This is an optimization exercise on Yosys and OpenROAD, whose aim is small area and a short achievable clock period, not a production implementation.
At most, simulation tests tie the RTL to the original design; equivalence was not proved.

job 2430:
Design LDL_crc32_dn_check, start of the top module:
module LDL_crc32_dn_check #(parameter NUM = 16)(
  input  [8*NUM -1:0]        data,  
  input  [$clog2(NUM) -1:0]  bnum,  
  input         valid,
  input         eof  ,
  output reg    err  ,
  input         rst_n,
  input         clk
);
Size: roughly 1300 cells after synthesis, roughly 10000 sq um of cells after synthesis.
Settings: LEC_CHECK=0, ABC_CLOCK_PERIOD_IN_PS=1500, CAP_MARGIN=20, CORE_MARGIN=2, CORE_UTILIZATION=50, SLEW_MARGIN=20, SYNTH_HIERARCHICAL=1, SYNTH_MINIMUM_KEEP_SIZE=0; clock period 24.0 ns.
run.sh (not shown) runs the stock make flow with config.mk's settings and CLKGATE_MAP_FILE= SYNTH_SCRIPT=/design/flow/synth_recipe.tcl, a recipe that flattens the netlist after the stock synthesis.
For job 5326, these inputs were changed with respect to job 2430:
--- a/flow/config.mk
+++ b/flow/config.mk
@@ -8,2 +8 @@
-export ABC_CLOCK_PERIOD_IN_PS = 1500
-export CAP_MARGIN = 20
+export CAP_MARGIN = 60
@@ -11,2 +10,2 @@
-export CORE_UTILIZATION = 50
-export SLEW_MARGIN = 20
+export CORE_UTILIZATION = 70
+export SLEW_MARGIN = 60
## What came out
- Job 5326: it failed with a tool error in global routing (5_1_grt), so there are no final results.
- Diff job 2430..job 5326 | register area share after synthesis | unchanged
- Cell area after placement of job 5326 exceeds that of job 2430 slightly.
- There was hardly any difference in buffers inserted during post-CTS setup optimization between job 2430 and job 5326.
- STATUS worst setup slack after placement: job 5326 wins against job 2430
- Of job 2430 and job 5326, the lower routability-driven placement congestion ratio belongs to job 2430.
- Status: number of CTS-inserted buffers parity (job 2430, job 5326)
- Of job 2430 and job 5326, the run reporting the lower number of cells in the design after placement was job 5326.
- [compare] base=job 2430 new=job 5326: number of placed I/O pins about even; number of enable flip-flop cells after synthesis about even; chip height fell about 15%.
> inputs changed (job 5326 -> job 5949)
==> flow/flow/run.sh (new file) <==
#!/bin/bash
set -euo pipefail
bash standard.sh SETUP_SLACK_MARGIN=14 finish > make_finish.log 2>&1
==> flow/standard.sh (new file) <==
#!/bin/bash
# synth_recipe.tcl (not shown) runs the flow's synth.tcl, then flattens the netlist and writes it again
# the make line also repeats each setting of config.mk as NAME=value (left out here)
make -C /OpenROAD-flow-scripts/flow DESIGN_CONFIG=/design/flow/config.mk WORK_HOME=/design/flow/orfs CLKGATE_MAP_FILE= SYNTH_SCRIPT=/design/flow/synth_recipe.tcl "${@:-finish}"
--- a/flow/config.mk
+++ b/flow/config.mk
@@ -8 +8,2 @@
-export CAP_MARGIN = 60
+export ABC_CLOCK_PERIOD_IN_PS = 1500
+export CAP_MARGIN = 20
@@ -10,2 +11,2 @@
-export CORE_UTILIZATION = 70
-export SLEW_MARGIN = 60
+export CORE_UTILIZATION = 50
+export SLEW_MARGIN = 20
removed: flow/run.sh
==> run notes <==
Job 5326 and job 5949: one clean run, job 5949; the rest did not finish clean. Compare job 5326 and job 5949 | cell total after placement higher: job 5949. Job 5326 has lower number of buffers added for setup after CTS than job 5949. Floorplan die width of job 5949 exceeds that of job 5326 by more than 10%. [job 5949] pre-CTS setup slack fell 430 ps relative to job 5326.
### job 5949 -> job 5884
==> flow/flow/run.sh <==
#!/bin/bash
set -euo pipefail
bash standard.sh SETUP_SLACK_MARGIN=17 finish > make_finish.log 2>&1
Findings:
What ended job 5884 was a tool error in global routing (5_1_grt); the run never finished. Job 5884 ends up with higher worst slack at placement than job 5949 does. Reported for job 5949 and job 5884, area share of and/or/nand/nor cells after synthesis turned out identical to the last digit. Placer's final routability congestion estimate: job 5884 < job 5949. Summary: with job 5949 as the reference, HPWL reported at the end of detailed placement in job 5884 moved down by a few percent.

Another version of the RTL of LDL_crc32_dn_check (not shown whole).
Size in the first run: about 1200 cells after synthesis, about 140 I/O pins.
Settings: LEC_CHECK=0, ABC_CLOCK_PERIOD_IN_PS=1500, CAP_MARGIN=20, CORE_MARGIN=2, CORE_UTILIZATION=50, PLACE_DENSITY=0.85, SLEW_MARGIN=20, SYNTH_HIERARCHICAL=1, SYNTH_MINIMUM_KEEP_SIZE=0; clock period 24.0 ns.
standard.sh (not shown) runs the stock make flow with config.mk's settings and CLKGATE_MAP_FILE= SYNTH_SCRIPT=/design/flow/synth_recipe.tcl, a recipe that flattens the netlist after the stock synthesis.
==> flow/flow/run.sh <==
#!/bin/bash
# Layout: the standard ORFS flow (standard.sh) with the standard synthesis, and these
# changes to how the rest of the layout is made:
#  - port buffers are sky130_fd_sc_hd__buf_1 cells (buffer_ports -buffer_cell) instead of
#    the delay-buffer cells buffer_ports picks by default;
#  - after synthesis, the delay cells (clkdlybuf4s*, dlygate*, dlymetal*) join the
#    platform's DONT_USE_CELLS, so placement and repair do not use them;
set -euo pipefail
bash standard.sh synth > make_synth.log 2>&1
export BUFFER_PORTS_ARGS="-buffer_cell sky130_fd_sc_hd__buf_1"
DU="sky130_fd_sc_hd__probe_p_8 sky130_fd_sc_hd__probec_p_8 sky130_fd_sc_hd__lpflow_bleeder_1 sky130_fd_sc_hd__lpflow_clkbufkapwr_1 sky130_fd_sc_hd__lpflow_clkbufkapwr_16 sky130_fd_sc_hd__lpflow_clkbufkapwr_2 sky130_fd_sc_hd__lpflow_clkbufkapwr_4 sky130_fd_sc_hd__lpflow_clkbufkapwr_8 sky130_fd_sc_hd__lpflow_clkinvkapwr_1 sky130_fd_sc_hd__lpflow_clkinvkapwr_16 sky130_fd_sc_hd__lpflow_clkinvkapwr_2 sky130_fd_sc_hd__lpflow_clkinvkapwr_4 sky130_fd_sc_hd__lpflow_clkinvkapwr_8 sky130_fd_sc_hd__lpflow_decapkapwr_12 sky130_fd_sc_hd__lpflow_decapkapwr_3 sky130_fd_sc_hd__lpflow_decapkapwr_4 sky130_fd_sc_hd__lpflow_decapkapwr_6 sky130_fd_sc_hd__lpflow_decapkapwr_8 sky130_fd_sc_hd__lpflow_inputiso0n_1 sky130_fd_sc_hd__lpflow_inputiso0p_1 sky130_fd_sc_hd__lpflow_inputiso1n_1 sky130_fd_sc_hd__lpflow_inputiso1p_1 sky130_fd_sc_hd__lpflow_inputisolatch_1 sky130_fd_sc_hd__lpflow_isobufsrc_1 sky130_fd_sc_hd__lpflow_isobufsrc_16 sky130_fd_sc_hd__lpflow_isobufsrc_2 sky130_fd_sc_hd__lpflow_isobufsrc_4 sky130_fd_sc_hd__lpflow_isobufsrc_8 sky130_fd_sc_hd__lpflow_isobufsrckapwr_16 sky130_fd_sc_hd__lpflow_lsbuf_lh_hl_isowell_tap_1 sky130_fd_sc_hd__lpflow_lsbuf_lh_hl_isowell_tap_2 sky130_fd_sc_hd__lpflow_lsbuf_lh_hl_isowell_tap_4 sky130_fd_sc_hd__lpflow_lsbuf_lh_isowell_4 sky130_fd_sc_hd__lpflow_lsbuf_lh_isowell_tap_1 sky130_fd_sc_hd__lpflow_lsbuf_lh_isowell_tap_2 sky130_fd_sc_hd__lpflow_lsbuf_lh_isowell_tap_4"
DU="$DU sky130_fd_sc_hd__clkdlybuf4s15_1 sky130_fd_sc_hd__clkdlybuf4s15_2 sky130_fd_sc_hd__clkdlybuf4s18_1 sky130_fd_sc_hd__clkdlybuf4s18_2 sky130_fd_sc_hd__clkdlybuf4s25_1 sky130_fd_sc_hd__clkdlybuf4s25_2 sky130_fd_sc_hd__clkdlybuf4s50_1 sky130_fd_sc_hd__clkdlybuf4s50_2 sky130_fd_sc_hd__dlygate4sd1_1 sky130_fd_sc_hd__dlygate4sd2_1 sky130_fd_sc_hd__dlygate4sd3_1 sky130_fd_sc_hd__dlymetal6s2s_1 sky130_fd_sc_hd__dlymetal6s4s_1 sky130_fd_sc_hd__dlymetal6s6s_1"
bash standard.sh "DONT_USE_CELLS=$DU" SETUP_SLACK_MARGIN=14 finish > make_finish.log 2>&1
The first run finished clean.
Rerun with:
PLACE_DENSITY = 0.75   (was 0.85)
After rerunning: Routed wire length fell by 0.79%. Critical path depth does not change. Final cell count shrinks by 0.37%. Final area is lower by 1.1%. Synthesized area is unchanged. Setup slack gains 150 ps. Utilization went down by 0.62 points. Worst hold slack barely changes.
Rerun with:
--- a/flow/flow/run.sh
+++ b/flow/flow/run.sh
@@ -11,3 +11,3 @@
 DU="sky130_fd_sc_hd__probe_p_8 sky130_fd_sc_hd__probec_p_8 sky130_fd_sc_hd__lpflow_bleeder_1 sky130_fd_sc_hd__lpflow_clkbufkapwr_1 sky130_fd_sc_hd__lpflow_clkbufkapwr_16 sky130_fd_sc_hd__lpflow_clkbufkapwr_2 sky130_fd_sc_hd__lpflow_clkbufkapwr_4 sky130_fd_sc_hd__lpflow_clkbufkapwr_8 sky130_fd_sc_hd__lpflow_clkinvkapwr_1 sky130_fd_sc_hd__lpflow_clkinvkapwr_16 sky130_fd_sc_hd__lpflow_clkinvkapwr_2 sky130_fd_sc_hd__lpflow_clkinvkapwr_4 sky130_fd_sc_hd__lpflow_clkinvkapwr_8 sky130_fd_sc_hd__lpflow_decapkapwr_12 sky130_fd_sc_hd__lpflow_decapkapwr_3 sky130_fd_sc_hd__lpflow_decapkapwr_4 sky130_fd_sc_hd__lpflow_decapkapwr_6 sky130_fd_sc_hd__lpflow_decapkapwr_8 sky130_fd_sc_hd__lpflow_inputiso0n_1 sky130_fd_sc_hd__lpflow_inputiso0p_1 sky130_fd_sc_hd__lpflow_inputiso1n_1 sky130_fd_sc_hd__lpflow_inputiso1p_1 sky130_fd_sc_hd__lpflow_inputisolatch_1 sky130_fd_sc_hd__lpflow_isobufsrc_1 sky130_fd_sc_hd__lpflow_isobufsrc_16 sky130_fd_sc_hd__lpflow_isobufsrc_2 sky130_fd_sc_hd__lpflow_isobufsrc_4 sky130_fd_sc_hd__lpflow_isobufsrc_8 sky130_fd_sc_hd__lpflow_isobufsrckapwr_16 sky130_fd_sc_hd__lpflow_lsbuf_lh_hl_isowell_tap_1 sky130_fd_sc_hd__lpflow_lsbuf_lh_hl_isowell_tap_2 sky130_fd_sc_hd__lpflow_lsbuf_lh_hl_isowell_tap_4 sky130_fd_sc_hd__lpflow_lsbuf_lh_isowell_4 sky130_fd_sc_hd__lpflow_lsbuf_lh_isowell_tap_1 sky130_fd_sc_hd__lpflow_lsbuf_lh_isowell_tap_2 sky130_fd_sc_hd__lpflow_lsbuf_lh_isowell_tap_4"
 DU="$DU sky130_fd_sc_hd__clkdlybuf4s15_1 sky130_fd_sc_hd__clkdlybuf4s15_2 sky130_fd_sc_hd__clkdlybuf4s18_1 sky130_fd_sc_hd__clkdlybuf4s18_2 sky130_fd_sc_hd__clkdlybuf4s25_1 sky130_fd_sc_hd__clkdlybuf4s25_2 sky130_fd_sc_hd__clkdlybuf4s50_1 sky130_fd_sc_hd__clkdlybuf4s50_2 sky130_fd_sc_hd__dlygate4sd1_1 sky130_fd_sc_hd__dlygate4sd2_1 sky130_fd_sc_hd__dlygate4sd3_1 sky130_fd_sc_hd__dlymetal6s2s_1 sky130_fd_sc_hd__dlymetal6s4s_1 sky130_fd_sc_hd__dlymetal6s6s_1"
-bash standard.sh "DONT_USE_CELLS=$DU" SETUP_SLACK_MARGIN=14 finish > make_finish.log 2>&1
+bash standard.sh "DONT_USE_CELLS=$DU" SETUP_SLACK_MARGIN=14.5 finish > make_finish.log 2>&1
After rerunning:
- The changed run finished with timing, DRC and antenna clean
- hold slack is better by 14 ps
- non-clock buffer count went up by 15
- register-to-register slack is better by 430 ps
- utilization went up by 4.5 points
- global-route usage went up by 0.17 points
- routed wire length went up by 1.9%
- count of clock-buffer cells in the layout does not change
- first-iteration DRC count went down by about 12%
No run of this note included a check of the RTL's function; only the layout flow was run.

## what the ideal ports hide
Ports are ideal in the flow. The routed layouts listed here were re-timed in OpenROAD.
Step 1 sets driving cells, clkbuf_16 on the clock port and buf_2 on the other inputs (assumed; they add their load-dependent delay and slew).
Step 2 times the ports against the registers' clock, not the clock port: input delays grow and output delays shrink by t, the midpoint of the rising clock arrivals with the driver on.
a / b / c = ideal / step 1 / step 2; a / b = the first two.
| run | t, ns | slack for setup (ns) | clock arrival spread, ns | worst slew at a driven data input, ns | cell pins on the clock port's net |
|---|---|---|---|---|---|
| job 2430 | 0.316 | 12.368 / 12.377 / 12.061 | 0.003 / 0.003 | 0.05 | 1 |
| job 5949 | 0.317 | 13.945 / 13.957 / 13.640 | 0.002 / 0.002 | 0.06 | 1 |
| the first run of note 2 | 0.309 | 13.847 / 13.851 / 13.542 | 0.004 / 0.004 | 0.05 | 1 |
| the second run of note 2 | 0.306 | 14.001 / 14.011 / 13.705 | 0.002 / 0.003 | 0.06 | 1 |
| the third run of note 2 | 0.312 | 14.465 / 14.476 / 14.163 | 0.002 / 0.001 | 0.06 | 1 |
After both steps every run listed still meets setup and hold. For job 2430, which loses most, drivers alone change the setup slack by +0.009 ns; drivers and shift together by -0.307 ns.
